This design comes from an exercise in tuning for small area, a short achievable clock period and few clock cycles on the open sky130 flow, not from production work.
The RTL of this run was laid out without a check of its function.
Power figures rest on the tool's default switching activity, not on a simulated workload.

--- flow/config.mk ---
export PLATFORM = sky130hd
export DESIGN_NAME = copyEngine
export DESIGN_NICKNAME = copyEngine
export VERILOG_FILES = /design/flow/design.v
export SDC_FILE = /design/flow/constraint.sdc
export NUM_CORES = 4
export LEC_CHECK = 0
export CAP_MARGIN = 20
export CORE_MARGIN = 2
export CORE_UTILIZATION = 40
export SLEW_MARGIN = 20
--- flow/constraint.sdc ---
create_clock -name core_clock -period 10.0 [get_ports {clk}]
set_input_delay 2.0000 -clock core_clock [delete_from_list [all_inputs] [get_ports {clk}]]
set_output_delay 2.0000 -clock core_clock [all_outputs]
set_load 0.01 [all_outputs]
--- flow/design.v ---
module copyEngine  #(
    parameter DATA_WIDTH       = 64,
    parameter ADDR_WIDTH       = 32,
    parameter LEN              = 16,
    parameter FULL_WORD_SIZE   = DATA_WIDTH / 8
) (
    input                             rstn,
    input                             clk,
    input                             src_dw_sel_i, 
    input                             dst_dw_sel_i, 
    input                             copy_i,
    input                             set_i,
    input        [7:0]                setVal_i,
    input                             flush_i,
    input        [LEN-1:0]            len_i,
    input        [ADDR_WIDTH-1:0]     src_i,
    input        [ADDR_WIDTH-1:0]     dst_i,
    output logic                      done_o,
    output logic                      mem_re_r,
    output logic [ADDR_WIDTH-1:0]     mem_rad_r,
    input                             mem_rreq_rdy,
    input        [DATA_WIDTH-1:0]     mem_rdat,
    input                             mem_rdat_rdy,
    output logic [FULL_WORD_SIZE-1:0] mem_bwe_r,
    output logic [ADDR_WIDTH-1:0]     mem_wad_r,
    output logic [DATA_WIDTH-1:0]     mem_wdat_r,
    input                             mem_wreq_rdy,
    output logic                      flush_r,
    output logic [ADDR_WIDTH-1:0]     cmd_adr_r,
    input                             cmd_rdy
);
    localparam int K  = 4;                
    localparam int PW = $clog2(K);
    logic              idle_r;            
    logic              copy_r;            
    logic              ddw_r;             
    logic              sdw_r;             
    logic [1:0]        os_r, od_r;        
    logic              rfirst_r, wfirst_r, prime_r;
    logic              rrem_r;            
    logic              wbusy_r;           
    logic [LEN-1:0]    rcnt_r, wcnt_r;    
    logic [29:0]       sadr_r;            
    logic [31:0]       dadr_r;            
    logic [3:0]        wm_r;              
    logic [31:0]       wd_r;              
    logic [23:0]       prev_r;            
    logic [PW:0]       resv_r;            
    logic [PW:0]       cnt_r;             
    logic [PW-1:0]     wp_r, rp_r;
    logic [31:0]       fifo_r [K];
    wire acc      = idle_r & (copy_i | set_i | flush_i);
    wire acc_copy = idle_r & copy_i;
    wire acc_wr   = idle_r & (copy_i | set_i);
    wire acc_fl   = idle_r & flush_i & ~copy_i & ~set_i;
    wire       raccept = mem_re_r & mem_rreq_rdy;
    wire [2:0] rk      = rfirst_r ? (3'd4 - {1'b0, os_r}) : 3'd4;
    wire       rmore   = rcnt_r > {{(LEN-3){1'b0}}, rk};
    wire       wv      = |wm_r;
    wire       waccept = wv & mem_wreq_rdy;
    wire       ofree   = ~wv | mem_wreq_rdy;
    wire       fne     = (cnt_r != 0);
    wire       rdone   = ~rrem_r & (resv_r == 0);
    wire       pneed   = copy_r & prime_r & (os_r > od_r);
    wire       hv      = fne | mem_rdat_rdy;
    wire       dok     = ~copy_r | hv | rdone;
    wire       produce = wbusy_r & ~pneed & dok & ofree;
    wire       ppop    = pneed & hv;
    wire       pop     = ppop | (produce & copy_r & hv);
    wire       byp     = pop & ~fne;
    wire [1:0] lo   = wfirst_r ? od_r : 2'd0;
    wire [2:0] wk   = 3'd4 - {1'b0, lo};
    wire       last = wcnt_r <= {{(LEN-3){1'b0}}, wk};
    wire [1:0] hi   = last ? (lo + wcnt_r[1:0] - 2'd1) : 2'd3;
    logic [3:0] mask;
    always_comb
        for (int i = 0; i < 4; i++) mask[i] = (i >= lo) && (i <= hi);
    wire [31:0] rdin = sdw_r ? {mem_rdat[55:48], mem_rdat[39:32], mem_rdat[23:16], mem_rdat[7:0]}
                             : mem_rdat[31:0];
    wire [31:0] head = fne ? fifo_r[rp_r] : rdin;
    wire [1:0]  t    = os_r - od_r - 2'd1;
    wire [55:0] comb7 = {head, prev_r};
    wire [31:0] aligned = comb7[8*t +: 32];
    wire [PW:0] resv_n = resv_r + raccept - pop;
    always_ff @(posedge clk or negedge rstn) begin
        if (~rstn) begin
            idle_r   <= 1'b1;
            copy_r   <= 1'b0;
            mem_re_r <= 1'b0;
            flush_r  <= 1'b0;
            rrem_r   <= 1'b0;
            wbusy_r  <= 1'b0;
            wm_r     <= 4'd0;
            resv_r   <= '0;
            cnt_r    <= '0;
            wp_r     <= '0;
            rp_r     <= '0;
        end
        else begin
            if (acc) begin
                idle_r   <= 1'b0;
                copy_r   <= copy_i;
                mem_re_r <= copy_i;
                rrem_r   <= copy_i;
                wbusy_r  <= copy_i | set_i;
                flush_r  <= flush_i & ~copy_i & ~set_i;
            end
            else begin
                if (flush_r & cmd_rdy) begin
                    flush_r <= 1'b0;
                    idle_r  <= 1'b1;
                end
                if (waccept & ~wbusy_r)
                    idle_r <= 1'b1;
                if (raccept)
                    rrem_r <= rmore;
                mem_re_r <= (raccept ? rmore : rrem_r) & (resv_n < K);
                if (produce & last)
                    wbusy_r <= 1'b0;
            end
            if (produce)
                wm_r <= mask;
            else if (mem_wreq_rdy)
                wm_r <= 4'd0;
            resv_r <= resv_n;
            cnt_r  <= cnt_r + (mem_rdat_rdy & ~byp) - (pop & fne);
            if (mem_rdat_rdy & ~byp) wp_r <= (wp_r == K-1) ? '0 : wp_r + 1'b1;
            if (pop & fne)    rp_r <= (rp_r == K-1) ? '0 : rp_r + 1'b1;
        end
    end
    always_ff @(posedge clk) begin
        if (acc) begin
            sdw_r    <= src_dw_sel_i;
            ddw_r    <= dst_dw_sel_i;
            os_r     <= src_dw_sel_i ? src_i[2:1] : src_i[1:0];
            od_r     <= dst_dw_sel_i ? dst_i[2:1] : dst_i[1:0];
            rfirst_r <= 1'b1;
            wfirst_r <= 1'b1;
            prime_r  <= 1'b1;
            rcnt_r   <= len_i;
            wcnt_r   <= len_i;
            sadr_r   <= src_dw_sel_i ? {1'b0, src_i[31:3]} : src_i[31:2];
            dadr_r   <= acc_fl ? dst_i : dst_dw_sel_i ? {3'b0, dst_i[31:3]} : {2'b0, dst_i[31:2]};
        end
        else begin
            if (raccept) begin
                rfirst_r <= 1'b0;
                rcnt_r   <= rcnt_r - rk;
                sadr_r   <= sadr_r + 1'b1;
            end
            if (ppop)
                prime_r <= 1'b0;
            if (produce) begin
                wfirst_r <= 1'b0;
                prime_r  <= 1'b0;
                wcnt_r   <= wcnt_r - wk;
            end
            if (waccept)
                dadr_r <= dadr_r + 1'b1;
        end
        if (acc & set_i & ~copy_i)
            wd_r <= {4{setVal_i}};
        else if (produce & copy_r)
            wd_r <= aligned;
        if (pop)
            prev_r <= head[31:8];
        if (mem_rdat_rdy & ~byp)
            fifo_r[wp_r] <= rdin;
    end
    assign done_o    = idle_r;
    assign mem_rad_r = {2'b0, sadr_r};
    assign mem_wad_r = dadr_r;
    assign cmd_adr_r = dadr_r;
    assign mem_bwe_r = ddw_r ? {wm_r[3], wm_r[3], wm_r[2], wm_r[2], wm_r[1], wm_r[1], wm_r[0], wm_r[0]}
                             : {4'b0, wm_r};
    assign mem_wdat_r = ddw_r ? {8'b0, wd_r[31:24], 8'b0, wd_r[23:16], 8'b0, wd_r[15:8], 8'b0, wd_r[7:0]}
                              : {32'b0, wd_r};
endmodule
--- flow/run.sh ---
#!/bin/bash
# synth_recipe.tcl (not shown) runs the flow's synth.tcl, then flattens the netlist and writes it again
# the make line also repeats each setting of config.mk as NAME=value (left out here)
make -C /OpenROAD-flow-scripts/flow DESIGN_CONFIG=/design/flow/config.mk WORK_HOME=/design/flow/orfs CLKGATE_MAP_FILE= SYNTH_SCRIPT=/design/flow/synth_recipe.tcl finish
==> flow_metrics.tcl <==
set metrics [dict create \
    p_comb_frac 0.455 \
    core.rowCount 75 \
    dpl.hpwl_mm 30.7 \
    worst_r2r_startpoint "os_r[0]" \
    ys_seq_area_frac 0.535 \
    via_count_of_the_routed_design 11700 \
    end_kind "register" \
    clock_pin_slew_on_the_worst_setup_and_hold_paths_ns 0.06 \
    placed_cell_area_um2 20100 \
    placement.io_buffers 299 \
    power.total_w 0.00705 \
    clock_insertion_delay_worst_skew_ns 0.56 \
    setup.reg_to_reg.worst_slack_ns 6.17 \
    grt_start_max_net_pins 100 \
    post_cts_hold_buffer_count 0 \
    clock_tree.htree_level_count 2 \
    drt_first_iter_violations 735 \
    global_route.overflow_total 0 \
    internal_power_w 0.00443 \
    layout_min_cycle_time_ns 4.64 \
    synth-edff-count 284 \
    synth.ff_latch_count 307 \
    layout_worst_path_cycle_share 0.464 \
    most_instantiated_flip_flop_cell_in_the_synthesis_netlist "edfxtp_1" \
    cts-root-to-sink-buffers 3 \
    report.final.setup_viol 0 \
    worst_hold_startpoint "prime_r" \
    cts_num_sinks 307 \
    seq_power_share 0.363 \
    maxClockFrequency_ghz 0.215 \
    detailedRoute.firstPassIterationCount 5 \
    final_core_utilization 0.506 \
    grt_usage 0.198 \
    finalHoldViolCount 0 \
    synthesis.area_um2 17000 \
    timing.setup.tns_ns 0 \
    hold_class "register to register" \
    clk_root_buffer_cell "clkbuf_16" \
    reg2regPathDepth 15 \
    switchingPower_w 0.00262 \
    start_kind "input port" \
    critPathLaunch "mem_wreq_rdy" \
    nNetsFinal 1815 \
    clock_tree_from_tritoncts "built" \
    area_growth_syn_to_layout_pct 25.1 \
    design.die.area_um2 44100 \
    place.gp.congestion 0.820 \
    worst_r2r_endpoint "mem_re_r" \
    data_arrival_time_of_the_critical_path_ns 5.08 \
    max_cap_viol_count 0 \
    io-pin-count 334 \
    critPathMaxFanout 25 \
    endpoint "mem_re_r" \
    buffer_count_from_post_cts_setup_fixing 0 \
    setup_repair_after_global_routing_missed_its_margin "false" \
    ir_drop_uv 141 \
    post_drt_via_cell_ratio 5.32 \
    drt-total-wl_mm 43.9 \
    number_of_antenna_violations_at_the_first_check_in_global_routing 4 \
    timing_worst_slew_pin_value_ns 1.08 \
    power.density_cell_area_nw_per_um2 332 \
    p_clk_frac 0.182 \
    cts_resized 0 \
    avgSynthCellArea_um2 12.3 \
    post_route_cells_drive_above_1_share 0.127 \
    ys_types 66 \
    die_y_um 210 \
    antenna_left 0 \
    grt_pass1_vias 11500 \
    slew_headroom 0.277 \
    timing.final.max_slew_violations 0 \
    critPathRequiredTime_ns 10.44 \
    drc 0 \
    async_reset_ff_frac 0.0651 \
    power.share.switching 0.372 \
    core_um2 41900 \
    leakage_power_of_the_design_nw 7.58 \
    syn-instance-count 1386 \
    cts-buffers-inserted 37 \
    die_x_um 210 \
    grt_pass1_wl_mm 67.6 \
    finalClockSkew_ns 0.0208 \
    fin_area_um2 21200 \
    ys_warn_count 1 \
    initial_core_util 0.405 \
    run_status "complete, no violations" \
    critical_setup_path_class "input port to register" \
    route.detailed.wl_per_inst_um 20.0 \
]
power groups by stage:
stage | registers (W) | clock network [W] | logic (W)
final | 0.00256 | 0.00128 | 0.00321
after global placement | 0.00256 | 0 | 0.00318
after CTS | 0.00256 | 0.00132 | 0.00325
after global routing | 0.00262 | 0.00136 | 0.00353
after detailed placement | 0.00258 | 0 | 0.00323
after floorplan | 0.00252 | 0 | 0.00210
logic make-up after synthesis:
family / count (synthesis) / synth area share
compound gates: 230 / 0.0839
xor+xnor: 91 / 0.0469
fa+ha+maj: 28 / 0.0224
buf+inv: 168 / 0.0556
flops: 307 / 0.535
mux: 181 / 0.141
other cells: 1 / 0.000221
simple gates: 380 / 0.115
cells in the mapped netlist, drive strengths merged (24+ instances only):
cell    number  area [um2]
a211oi      44         330
a21oi       88         440
and2        45         282
buf         91         656
clkbuf      45         169
edfxtp     284        8530
ha          24         300
inv         31         116
mux2        81         976
mux2i       68         681
mux4        32         739
nand2      128         480
nand3       24         120
nor2        59         221
nor2b       27         169
o21ai       52         290
xnor2       45         394
xor2        46         403
metal layers:
metal | up-vias | GRT usage | share of wire
met5 | - | 0 | 0
met4 | 0 | 0.0673 | 0.023
met3 | 58 | 0.0292 | 0.049
met2 | 325 | 0.324 | 0.48
met1 | 5713 | 0.269 | 0.45
li1 | 5575 | - | -
worst max-delay path, stage by stage:
cell,delay (ns)
clkdlybuf4s50_1,0.56
o21ai_0,0.21
o21bai_1,0.32
o21a_2,0.61
ha_1,0.34
inv_1,0.05
ha_1,0.12
inv_1,0.05
fa_1,0.37
xnor2_1,0.18
xnor2_1,0.16
o21ai_0,0.11
cell usage in the layout, fill, tap and decap left out, types with 19 or more instances in the layout:
master             n
ha_1              23
and2_1            45
nor2b_1           27
a21oi_1           88
buf_4             19
edfxtp_1         284
a211oi_1          44
xnor2_1           44
xor2_1            46
nand2_1          127
nor2_1            59
mux2i_1           68
and3_1            20
clkbuf_16         37
mux4_2            27
inv_1             30
o21ai_0           36
clkdlybuf4s50_1  297
mux2_2            64
nand3_1           24
sequential cells by signal, indices dropped and copies added, names as in the netlist, 2 cells and up:
signal and flops:
dadr_r 32, sadr_r 30, prev_r 24, wd_r 32
wcnt_r 16, rcnt_r 16, rp_r 2, od_r 2
os_r 2, wm_r 4, fifo_r 128, resv_r 3
wp_r 2, cnt_r 3
cell type report:
type | count | area, um2
sequential | 307 | 9090
tap | 539 | 674
fill | 3736 | 20700
antenna | 4 | 10.0
clock inverter | 22 | 181
clock buffer | 44 | 982
inverter | 32 | 120
timing repair buffer | 318 | 3130
multi-input combinational | 928 | 7060
worst min-delay path by stage:
stage,slack (ns),cells past startpoint,end
global placement,0.44,2,wfirst_r
detailed placement,0.46,2,rfirst_r
global route,0.50,2,wfirst_r
CTS,0.47,2,rfirst_r
finish,0.47,2,prime_r
floorplan,0.43,2,prime_r
stage by stage:
stage | cells | hold slack (ns) | setup slack, ns
final | 2194 | 0.468 | 5.36
after global routing | 2194 | 0.498 | 5.08
after CTS | 2190 | 0.467 | 5.04
after detailed placement | 2124 | 0.461 | 4.46
after global placement | 2124 | 0.444 | 4.45
after floorplan | 1403 | 0.435 | 5.33

static timing again, ports no longer ideal:
No port has a modelled driver above. Below, the same layout with a new extraction and two added sets of constraints.
Step 1 assumes that a clkbuf_16 drives the clock port and a buf_2 every other input.
Step 2 times the ports against the registers' clock, not the clock port: input delays grow and output delays shrink by t, the midpoint of the rising clock arrivals with the driver on.
Three values: ideal, step 1, step 2; two values: the first two.
shift t [ns]: 0.606
slack for setup (ns): 5.359 / 5.345 / 4.739
slew at the worst register clock pin (ns): 0.06 / 0.06
After both steps setup and hold are still met in this run. For this run, drivers alone change the setup slack by -0.014 ns; drivers and shift together by -0.620 ns.
